Context: an optimization exercise on an open-source flow, tuned for small area, a short achievable clock period and few clock cycles per item. The choices shown serve that exercise and are no tape-out recipe.
Where RTL was checked, it was by simulation tests only, not by an equivalence proof against the original.
Power and IR drop assume default switching activity.

==> job 1536 <==
==> flow/design.v <==
`timescale 1ns / 1ps
module cordic(
    input clk,
    input rst,                 
    input start,               
    input signed [7:0] xin,  
    input signed [7:0] yin,  
    input signed [7:0] angle,  
    output reg signed [7:0] sine,  
    output reg done            
);
    parameter IDLE = 0;
    parameter STAGE_0 = 1;
    parameter STAGE_1 = 2;
    parameter STAGE_2 = 3;
    parameter STAGE_3 = 4;
    parameter STAGE_4 = 5;
    parameter STAGE_5 = 6;
    parameter STAGE_6 = 7;
    parameter STAGE_7 = 8;
    reg [3:0] state;   
    reg signed [7:0] x_stage[0:7];
    reg signed [7:0] y_stage[0:7];
    reg signed [7:0] z_stage[0:7];
    wire [7:0] atan_table [0:7];
    assign atan_table[0] = 8'b00110010;  
    assign atan_table[1] = 8'b00011101;  
    assign atan_table[2] = 8'b00001111; 
    assign atan_table[3] = 8'b00001000; 
    assign atan_table[4] = 8'b00000100; 
    assign atan_table[5] = 8'b00000010; 
    assign atan_table[6] = 8'b00000001; 
    assign atan_table[7] = 8'b00000000;
    always @(posedge clk) begin
    state <= 4'b0000;
    done <= 1'b0;
    if (rst) begin
        state <= IDLE;
    end else begin
        case (state)
            IDLE: begin
                x_stage[0] <= xin;
                y_stage[0] <= yin;
                z_stage[0] <= angle;
                state <= start ? STAGE_0 : IDLE;
            end
            STAGE_0: begin
                x_stage[1] <= (z_stage[0][7] ? x_stage[0] + (y_stage[0] >>> 0) : x_stage[0] - (y_stage[0] >>> 0));
                y_stage[1] <= (z_stage[0][7] ? y_stage[0] - (x_stage[0] >>> 0) : y_stage[0] + (x_stage[0] >>> 0));
                z_stage[1] <= (z_stage[0][7] ? z_stage[0] + atan_table[0] : z_stage[0] - atan_table[0]);
                state <= STAGE_1;
            end
            STAGE_1: begin
                x_stage[2] <= (z_stage[1][7] ? x_stage[1] + (y_stage[1] >>> 1) : x_stage[1] - (y_stage[1] >>> 1));
                y_stage[2] <= (z_stage[1][7] ? y_stage[1] - (x_stage[1] >>> 1) : y_stage[1] + (x_stage[1] >>> 1));
                z_stage[2] <= (z_stage[1][7] ? z_stage[1] + atan_table[1] : z_stage[1] - atan_table[1]);
                state <= STAGE_2;
            end
            STAGE_2: begin
                x_stage[3] <= (z_stage[2][7] ? x_stage[2] + (y_stage[2] >>> 2) : x_stage[2] - (y_stage[2] >>> 2));
                y_stage[3] <= (z_stage[2][7] ? y_stage[2] - (x_stage[2] >>> 2) : y_stage[2] + (x_stage[2] >>> 2));
                z_stage[3] <= (z_stage[2][7] ? z_stage[2] + atan_table[2] : z_stage[2] - atan_table[2]);
                state <= STAGE_3;
            end
             STAGE_3: begin
                x_stage[4] <= z_stage[3][7] ? x_stage[3] + (y_stage[3] >>> 3) : x_stage[3] - (y_stage[3] >>> 3);
                y_stage[4] <= z_stage[3][7] ? y_stage[3] - (x_stage[3] >>> 3) : y_stage[3] + (x_stage[3] >>> 3);
                z_stage[4] <= z_stage[3][7] ? z_stage[3] + atan_table[3] : z_stage[3] - atan_table[3];
                state <= STAGE_4;
            end
            STAGE_4: begin
                x_stage[5] <= z_stage[4][7] ? x_stage[4] + (y_stage[4] >>> 4) : x_stage[4] - (y_stage[4] >>> 4);
                y_stage[5] <= z_stage[4][7] ? y_stage[4] - (x_stage[4] >>> 4) : y_stage[4] + (x_stage[4] >>> 4);
                z_stage[5] <= z_stage[4][7] ? z_stage[4] + atan_table[4] : z_stage[4] - atan_table[4];
                state <= STAGE_5;
            end
            STAGE_5: begin
                x_stage[6] <= z_stage[5][7] ? x_stage[5] + (y_stage[5] >>> 5) : x_stage[5] - (y_stage[5] >>> 5);
                y_stage[6] <= z_stage[5][7] ? y_stage[5] - (x_stage[5] >>> 5) : y_stage[5] + (x_stage[5] >>> 5);
                z_stage[6] <= z_stage[5][7] ? z_stage[5] + atan_table[5] : z_stage[5] - atan_table[5];
                state <= STAGE_6;
            end
            STAGE_6: begin
                x_stage[7] <= z_stage[6][7] ? x_stage[6] + (y_stage[6] >>> 6) : x_stage[6] - (y_stage[6] >>> 6);
                y_stage[7] <= z_stage[6][7] ? y_stage[6] - (x_stage[6] >>> 6) : y_stage[6] + (x_stage[6] >>> 6);
                z_stage[7] <= z_stage[6][7] ? z_stage[6] + atan_table[6] : z_stage[6] - atan_table[6];
                state <= STAGE_7;
            end
            STAGE_7: begin
               sine <= (z_stage[7][7] ? y_stage[7] - (x_stage[7] >>> 7) : y_stage[7] + (x_stage[7] >>> 7));
                done <= 1'b1;
                state <= IDLE;   
            end
        endcase
    end
    end
endmodule
==> flow/run.sh <==
#!/bin/bash
# synth_recipe.tcl (not shown) runs the flow's synth.tcl, then flattens the netlist and writes it again
# the make line also repeats each setting of config.mk as NAME=value (left out here)
make -C /OpenROAD-flow-scripts/flow DESIGN_CONFIG=/design/flow/config.mk WORK_HOME=/design/flow/orfs CLKGATE_MAP_FILE= SYNTH_SCRIPT=/design/flow/synth_recipe.tcl finish
==> flow/config.mk <==
export PLATFORM = sky130hd
export DESIGN_NAME = cordic
export DESIGN_NICKNAME = cordic
export VERILOG_FILES = /design/flow/design.v
export SDC_FILE = /design/flow/constraint.sdc
export NUM_CORES = 4
export LEC_CHECK = 0
export CAP_MARGIN = 20
export CORE_MARGIN = 2
export CORE_UTILIZATION = 40
export SLEW_MARGIN = 20
==> flow/constraint.sdc <==
create_clock -name core_clock -period 4.0 [get_ports {clk}]
set_input_delay 0.8000 -clock core_clock [delete_from_list [all_inputs] [get_ports {clk}]]
set_output_delay 0.8000 -clock core_clock [all_outputs]
set_load 0.01 [all_outputs]
==> job 8643 (differences from job 1536) <==
==> flow/design.v, changed modules only <==
module cordic(
    input clk,
    input rst,                 
    input start,               
    input signed [7:0] xin,
    input signed [7:0] yin,
    input signed [7:0] angle,
    output reg signed [7:0] sine,
    output reg done
);
    reg signed [7:0] x, y, z;
    reg [6:0] ph;
    wire idle = ph[0];
    reg [7:0] xs, ys, at;
    integer j, k;
    always @(*) begin
        for (j = 0; j < 8; j = j + 1) begin
            xs[j] = idle & xin[j];
            ys[j] = idle & yin[j];
            for (k = 1; k < 7; k = k + 1) begin
                xs[j] = xs[j] | (ph[k] & x[(j + k > 7) ? 7 : j + k]);
                ys[j] = ys[j] | (ph[k] & y[(j + k > 7) ? 7 : j + k]);
            end
        end
        at = ({8{idle}} & 8'd50) | ({8{ph[1]}} & 8'd29) | ({8{ph[2]}} & 8'd15)
           | ({8{ph[3]}} & 8'd8) | ({8{ph[4]}} & 8'd4) | ({8{ph[5]}} & 8'd2)
           | ({8{ph[6]}} & 8'd1);
    end
    wire signed [7:0] xa = idle ? xin : x;
    wire signed [7:0] ya = idle ? yin : y;
    wire signed [7:0] za = idle ? angle : z;
    wire neg = za[7];
    always @(posedge clk) begin
        x <= neg ? xa + ys : xa - ys;
        y <= neg ? ya - xs : ya + xs;
        z <= neg ? za + at : za - at;
        done <= ph[6] & ~rst;
        if (rst)
            ph <= 7'b0000001;
        else if (idle)
            ph <= start ? 7'b0000010 : 7'b0000001;
        else
            ph <= {ph[5:0], ph[6]};
    end
    always @(*) sine = z[7] ? y - (x >>> 7) : y + (x >>> 7);
endmodule
==> results by group <==
Power
  – Power, Total: approximately 2.6 mW
  – Power in combinational cells: ~1.7 mW

Floorplanning
  – Die width: around 90 µm
  – Chip height: ~90 µm

Worst setup path
  – R2R depth: 12
  – Critical path class: reg -> out

Final layout
  – Clk_buf instances: 5
  – Non-Filler Instances: 480

Outcome
  – Status: complete, no violations

Drt
  – Detailed Route WL: 6850 µm

CTS
  – H-tree depth: 2

STA
  – Final WS setup: approximately 380 ps
  – Min cycle time layout: about 3600 ps
(the above is from job 8643)
==> results by group <==
CTS
  – H-tree depth: 4

Power
  – Power, Total: 4.72 mW
  – Power in combinational cells: roughly 0.71 mW

Yosys
  – Post-synth EDFFs: 185

STA
  – Final WS setup: between 1000 and 1500 ps
  – Min cycle time layout: 2800 ps

Drt
  – Detailed Route WL: between 20000 and 25000 µm

Floorplanning
  – Die width: between 150 and 200 µm
  – Chip height: ~180 µm

Outcome
  – Status: complete, no violations

Final layout
  – Clk_buf instances: 17

Worst setup path
  – R2R depth: 8
  – Critical path class: reg -> reg
(the above is from job 1536)
Testbench counts of job 1536, summed over its fixed seeds: cycles 36,000, items 4,000.
No functional check of the RTL was part of job 8643.

[afterwards: timing with drivers on the ports]
No port has a modelled driver above. Below, the same layouts with a new extraction and two added sets of constraints.
Step 1, drivers: a clkbuf_16 drives clk and a buf_2 each remaining input, both assumed.
Step 2 adds t to the input delays and takes it off the output delays; t is the mean of the earliest and latest rising clock arrival at the registers after step 1. Input paths then give back, and output paths get back, about the clock's delay inside the block.
Three values: no drivers, after step 1, after step 2; two values: the first two.
run | shift t [ns] | slack for setup (ns) | worst slew at a driven data input, ns
job 1536 | 0.474 | 1.198 / 1.198 / 1.198 | 0.03
job 8643 | 0.321 | 0.381 / 0.351 / 0.249 | 0.03
After both steps every run listed still meets setup and hold. The setup slack of job 8643, which loses most, moves by -0.030 ns with the drivers and by -0.132 ns with both steps.
